From an optimization exercise on the open Yosys and OpenROAD flow, aimed at small area and a short achievable clock period; shortcuts taken in it are not production practice.

==> indigo <==
// cordic_sin_cos
module cordic_sin_cos(clk, rst, target_angle, x_res, y_res);
 input clk, rst;
 input [19:0] target_angle;
 output reg [19:0] x_res;
 output reg [19:0] y_res;
 wire [11:0] z0;
 wire q2, q3;
 get_conv_target_angle conv_angle(.target_angle(target_angle), .z0(z0), .q2(q2), .q3(q3));
 wire [8:0] d;   
 wire [11:0] zs0 = z0;
 wire [11:0] zs0_u = zs0 ^ 12'd2048;
 assign d[0] = ~zs0[11];
 wire c0_m720 = (zs0_u[11] | (zs0_u[10] & (zs0_u[9] | (zs0_u[8] & (zs0_u[7] | (zs0_u[6] | (zs0_u[5] & zs0_u[4])))))));
 wire c0_0 = zs0_u[11];
 wire c0_720 = (zs0_u[11] & (zs0_u[10] | (zs0_u[9] & (zs0_u[8] | (zs0_u[7] & (zs0_u[6] & (zs0_u[5] | zs0_u[4])))))));
 assign d[1] = (c0_m720 & ~c0_0) | (c0_720);
 wire c0_m1145 = (zs0_u[11] | (zs0_u[10] | (zs0_u[9] & (zs0_u[8] & (zs0_u[7] & (zs0_u[6] | (zs0_u[5] | (zs0_u[4] | (zs0_u[3] | (zs0_u[2] & (zs0_u[1] & zs0_u[0])))))))))));
 wire c0_m295 = (zs0_u[11] | (zs0_u[10] & (zs0_u[9] & (zs0_u[8] | (zs0_u[7] & (zs0_u[6] & (zs0_u[5] | (zs0_u[4] & (zs0_u[3] & (zs0_u[2] | (zs0_u[1] | zs0_u[0])))))))))));
 wire c0_295 = (zs0_u[11] & (zs0_u[10] | (zs0_u[9] | (zs0_u[8] & (zs0_u[7] | (zs0_u[6] | (zs0_u[5] & (zs0_u[4] | (zs0_u[3] | (zs0_u[2] & (zs0_u[1] & zs0_u[0])))))))))));
 wire c0_1145 = (zs0_u[11] & (zs0_u[10] & (zs0_u[9] | (zs0_u[8] | (zs0_u[7] | (zs0_u[6] & (zs0_u[5] & (zs0_u[4] & (zs0_u[3] & (zs0_u[2] | (zs0_u[1] | zs0_u[0])))))))))));
 assign d[2] = (c0_m1145 & ~c0_m720) | (c0_m295 & ~c0_0) | (c0_295 & ~c0_720) | (c0_1145);
  ...
clock: 35.0 ns
lec_check: 0
abc_area: 1
cap_margin: 20
core_margin: 2
core_utilization: 40
slew_margin: 20
run.sh (not shown) runs the stock make flow with config.mk's settings and CLKGATE_MAP_FILE= SYNTH_SCRIPT=/design/flow/synth_recipe.tcl, a recipe that flattens the netlist after the stock synthesis.
==> ember: changes against indigo <==
--- a/flow/design.v
+++ b/flow/design.v
@@ -27,15 +27,35 @@
  assign z0 = {zh, a[4:0] & {5{~(satp | satn)}}};
 endmodule
 module output_mapping(
  input [16:0] x,
  input [16:0] y,
+ input [8:0] d,
+ input q2,
+ input q3,
  output [16:0] x_res,
  output [16:0] y_res
 );
- assign x_res = x;
- assign y_res = y;
+ wire qn = q2 | q3;
+ wire [16:0] tx7 = {{7{y[16]}}, y[16:7]};
+ wire [16:0] ty7 = {{7{x[16]}}, x[16:7]};
+ wire zx7 = ~|x[6:0];
+ wire zy7 = ~|y[6:0];
+ wire cx7 = q3 ? ~(d[7] ^ zy7) : d[7];
+ wire cy7 = qn ? (d[7] ^ zx7) : ~d[7];
+ wire [16:0] x8 = x + (tx7 ^ {17{d[7]}}) + cx7;
+ wire [16:0] y8 = y + (ty7 ^ {17{~d[7]}}) + cy7;
+ wire [16:0] tx8 = {{8{y8[16]}}, y8[16:8]};
+ wire [16:0] ty8 = {{8{x8[16]}}, x8[16:8]};
+ wire zx8 = ~|x8[7:0];
+ wire zy8 = ~|y8[7:0];
+ wire cx8 = q3 ? ~(d[8] ^ zy8) : d[8];
+ wire cy8 = qn ? (d[8] ^ zx8) : ~d[8];
+ wire [16:0] x9 = x8 + (tx8 ^ {17{d[8]}}) + cx8;
+ wire [16:0] y9 = y8 + (ty8 ^ {17{~d[8]}}) + cy8;
+ assign x_res = x9;
+ assign y_res = y9;
 endmodule
 module cordic_sin_cos(clk, rst, target_angle, x_res, y_res);
  input clk, rst;
  input [19:0] target_angle;
  output reg [19:0] x_res;
@@ -116,110 +136,86 @@
  assign d[7] = ~zs7[5];
  wire c7_m7 = (zs7_u[5] | (zs7_u[4] & (zs7_u[3] & (zs7_u[2] | (zs7_u[1] | zs7_u[0])))));
  wire c7_0 = zs7_u[5];
  wire c7_7 = (zs7_u[5] & (zs7_u[4] | (zs7_u[3] | (zs7_u[2] & (zs7_u[1] & zs7_u[0])))));
  assign d[8] = (c7_m7 & ~c7_0) | (c7_7);
- wire [5:0] ti = d[5:0];
+ wire [6:0] ti = d[6:0];
  wire [16:0] xm;
- wire [63:0] txm0 = 64'hcfd2b40ccfd2b40c;
+ wire [127:0] txm0 = 128'h7d410b3bdc5082be7d410b3bdc5082be;
  assign xm[0] = txm0[ti];
- wire [63:0] txm1 = 64'h8175b006931cd9b1;
+ wire [127:0] txm1 = 128'h8d0e02329c7e7ac03f9dbd058ffc4c72;
  assign xm[1] = txm1[ti];
- wire [63:0] txm2 = 64'h5ad09495ca3b1a65;
+ wire [127:0] txm2 = 128'he7c00074625f9fd95bb8bb416d3f0c9a;
  assign xm[2] = txm2[ti];
- wire [63:0] txm3 = 64'hb52fc9b1af81e488;
+ wire [127:0] txm3 = 128'h39f4de500c9e16526c7d201a68df5da;
  assign xm[3] = txm3[ti];
- wire [63:0] txm4 = 64'hb9dc286994143b9d;
+ wire [127:0] txm4 = 128'h5a86d77b55aa6412c82655abdee66540;
  assign xm[4] = txm4[ti];
- wire [63:0] txm5 = 64'hcada788a511e5b53;
+ wire [127:0] txm5 = 128'h1fda097ebe6e0137ec80767c7e945ff8;
  assign xm[5] = txm5[ti];
- wire [63:0] txm6 = 64'hdbc9d79189eb93db;
+ wire [127:0] txm6 = 128'h64c7e073e1f3f907e09fcf87ce03e726;
  assign xm[6] = txm6[ti];
- wire [63:0] txm7 = 64'h961fdca1853bf869;
+ wire [127:0] txm7 = 128'h5e4de675c96fc087e103f693ae67b67a;
  assign xm[7] = txm7[ti];
- wire [63:0] txm8 = 64'he88fc54bd2a3f117;
+ wire [127:0] txm8 = 128'h1e87efd3a0abf937ec9fd505cbf7e578;
  assign xm[8] = txm8[ti];
- wire [63:0] txm9 = 64'h89dfe5b3cda7fb91;
+ wire [127:0] txm9 = 128'h3bf3e38fc983dffdbffbc193f1c7cbdc;
  assign xm[9] = txm9[ti];
- wire [63:0] txm10 = 64'h7a6a5a12485a565e;
+ wire [127:0] txm10 = 128'h51dfe58bf5c7cfe7e7f3e3afd1a7fb8a;
  assign xm[10] = txm10[ti];
- wire [63:0] txm11 = 64'hc1ebf3ebd7cfd783;
+ wire [127:0] txm11 = 128'hc16b4373775f4f33ccf2faeecec2d683;
  assign xm[11] = txm11[ti];
- wire [63:0] txm12 = 64'hfee6dac2435b677f;
+ wire [127:0] txm12 = 128'hfee6cac2635b7f5ffafedac64353677f;
  assign xm[12] = txm12[ti];
- wire [63:0] txm13 = 64'h7642cffbdff3426e;
+ wire [127:0] txm13 = 128'h7642dffbfff34a6e7652cfffdffb426e;
  assign xm[13] = txm13[ti];
- wire [63:0] txm14 = 64'hcf66ee77ee7766f3;
+ wire [127:0] txm14 = 128'hcf66ee77ce776ef3cf76ee73ee7766f3;
  assign xm[14] = txm14[ti];
- wire [63:0] txm15 = 64'hf67ef66ff66f7e6f;
+ wire [127:0] txm15 = 128'hf67ef66ff66f766ff66ef66ff66f7e6f;
  assign xm[15] = txm15[ti];
- wire [63:0] txm16 = 64'h8000800180010001;
+ wire [127:0] txm16 = 128'h80008001800100018000800180010001;
  assign xm[16] = txm16[ti];
  wire [16:0] ym;
- wire [63:0] tym0 = 64'h250b92f6250b92f6;
+ wire [127:0] tym0 = 128'hfec24567ace0012dfec24567ace0012d;
  assign ym[0] = tym0[ti];
- wire [63:0] tym1 = 64'h4f7360d7c44f5c16;
+ wire [127:0] tym1 = 128'hd8652ee6407f36ad03acf977c994a576;
  assign ym[1] = tym1[ti];
- wire [63:0] tym2 = 64'h48b1b8b7025253e4;
+ wire [127:0] tym2 = 128'ha725ad6d55fa7aa132b2a0dd5941039a;
  assign ym[2] = tym2[ti];
- wire [63:0] tym3 = 64'h374e16af1a37ad1a;
+ wire [127:0] tym3 = 128'hf60a238f559387dd0c1f36550e31f790;
  assign ym[3] = tym3[ti];
- wire [63:0] tym4 = 64'h23b940433d7d623a;
+ wire [127:0] tym4 = 128'h500ccee2ff00cd76d14cff00b886c7f5;
  assign ym[4] = tym4[ti];
- wire [63:0] tym5 = 64'h90b0e010f778f2f7;
+ wire [127:0] tym5 = 128'h7aa043e828c8576e8915ecebe835f2a1;
  assign ym[5] = tym5[ti];
- wire [63:0] tym6 = 64'hb293bf37138236b2;
+ wire [127:0] tym6 = 128'hcd8e95e687a6a35e853a9a1e985e864c;
  assign ym[6] = tym6[ti];
- wire [63:0] tym7 = 64'h3c7ab9071f62a1c3;
+ wire [127:0] tym7 = 128'hf8cb8cef93ca951e8756ac3608ce24e0;
  assign ym[7] = tym7[ti];
- wire [63:0] tym8 = 64'h811a9fd2b406a77e;
+ wire [127:0] tym8 = 128'h780e8ab60502a36e893abf5f92ae87e1;
  assign ym[8] = tym8[ti];
- wire [63:0] tym9 = 64'h13ba8f269b0ea237;
+ wire [127:0] tym9 = 128'h62b6861a9316baab2aa29736a79e9ab9;
  assign ym[9] = tym9[ti];
- wire [63:0] tym10 = 64'he0c0f074d1f0fcf8;
+ wire [127:0] tym10 = 128'hf7ba8f12af9e9a8e8ea6860ab70ea210;
  assign ym[10] = tym10[ti];
- wire [63:0] tym11 = 64'h9782a682be9abe16;
+ wire [127:0] tym11 = 128'h97c2d6e6eefada6699a4a0889894bc16;
  assign ym[11] = tym11[ti];
- wire [63:0] tym12 = 64'ha88cb094d6f2ceea;
+ wire [127:0] tym12 = 128'ha88c9094c6f2eafaa0a8b09cd6f6ceea;
  assign ym[12] = tym12[ti];
- wire [63:0] tym13 = 64'hecd49aa2baa6d4c8;
+ wire [127:0] tym13 = 128'hecd4baa2aaa6d0c8ecf49aaabaa2d4c8;
  assign ym[13] = tym13[ti];
- wire [63:0] tym14 = 64'h9acc88ee88eecca6;
+ wire [127:0] tym14 = 128'h9acc88ee98eec8a69aec88e688eecca6;
  assign ym[14] = tym14[ti];
- wire [63:0] tym15 = 64'hace8accaaccae8ca;
+ wire [127:0] tym15 = 128'hace8accaaccaeccaacc8accaaccae8ca;
  assign ym[15] = tym15[ti];
- wire [63:0] tym16 = 64'h1555155715575557;
+ wire [127:0] tym16 = 128'h15551557155755571555155715575557;
  assign ym[16] = tym16[ti];
  wire [16:0] xt = ((q2 ? ym : xm) ^ {17{q2 | q3}}) + (q2 | q3);
  wire [16:0] yt = ((q2 ? xm : ym) ^ {17{q3}}) + q3;
  wire qn = q2 | q3;
- wire [16:0] tx6 = {{6{yt[16]}}, yt[16:6]};
- wire [16:0] ty6 = {{6{xt[16]}}, xt[16:6]};
- wire zx6 = ~|xt[5:0];
- wire zy6 = ~|yt[5:0];
- wire cx6 = q3 ? ~(d[6] ^ zy6) : d[6];
- wire cy6 = qn ? (d[6] ^ zx6) : ~d[6];
- wire [16:0] x7 = xt + (tx6 ^ {17{d[6]}}) + cx6;
- wire [16:0] y7 = yt + (ty6 ^ {17{~d[6]}}) + cy6;
- wire [16:0] tx7 = {{7{y7[16]}}, y7[16:7]};
- wire [16:0] ty7 = {{7{x7[16]}}, x7[16:7]};
- wire zx7 = ~|x7[6:0];
- wire zy7 = ~|y7[6:0];
- wire cx7 = q3 ? ~(d[7] ^ zy7) : d[7];
- wire cy7 = qn ? (d[7] ^ zx7) : ~d[7];
- wire [16:0] x8 = x7 + (tx7 ^ {17{d[7]}}) + cx7;
- wire [16:0] y8 = y7 + (ty7 ^ {17{~d[7]}}) + cy7;
- wire [16:0] tx8 = {{8{y8[16]}}, y8[16:8]};
- wire [16:0] ty8 = {{8{x8[16]}}, x8[16:8]};
- wire zx8 = ~|x8[7:0];
- wire zy8 = ~|y8[7:0];
- wire cx8 = q3 ? ~(d[8] ^ zy8) : d[8];
- wire cy8 = qn ? (d[8] ^ zx8) : ~d[8];
- wire [16:0] x9 = x8 + (tx8 ^ {17{d[8]}}) + cx8;
- wire [16:0] y9 = y8 + (ty8 ^ {17{~d[8]}}) + cy8;
  wire [16:0] xo, yo;
- output_mapping out_map(.x(x9), .y(y9), .x_res(xo), .y_res(yo));
+ output_mapping out_map(.x(xt), .y(yt), .d(d), .q2(q2), .q3(q3), .x_res(xo), .y_res(yo));
  always @(posedge clk) begin
   if (rst == 1'b0) begin
    x_res <= 20'd0;
    y_res <= 20'd0;
   end else begin
- CAP_MARGIN: 20 -> 60
- SLEW_MARGIN: 20 -> 60
- SYNTH_HIERARCHICAL: default -> 1
==> run notes <==
Of ember and indigo, ember has the higher first-iteration DRC count (gap 48%, measured against indigo). Between ember and indigo, the lower global-route usage is in indigo (gap 7.0 points). In indigo the wire length is lower than in ember, by about 27%. Against ember, the critical path depth of indigo is higher by 22. Against ember, the area after synthesis of indigo is lower by 11%.
No functional check of the RTL was part of any run of this note.

==> separate check: timing with driven ports <==
No port has a modelled driver above. Below, the same layouts with a new extraction and two added sets of constraints. Step 1, drivers: a clkbuf_16 drives clk and a buf_2 each remaining input, both assumed. Step 2 moves the port delays by t, midway between the first and last clock arrival at a register: inputs arrive t later, outputs are due t later. That takes back most of the time a late clock gives input paths. Three values: ideal ports, drivers, drivers and shift; two values: the first two.
run	shift t [ns]	setup slack, ns	clock arrival spread, ns	cell pins on the clock port's net
indigo	0.312	11.765 / 11.778 / 11.466	0.007 / 0.006	1
ember	0.305	14.646 / 14.652 / 14.347	0.007 / 0.008	1
After both steps every run listed still meets setup and hold.
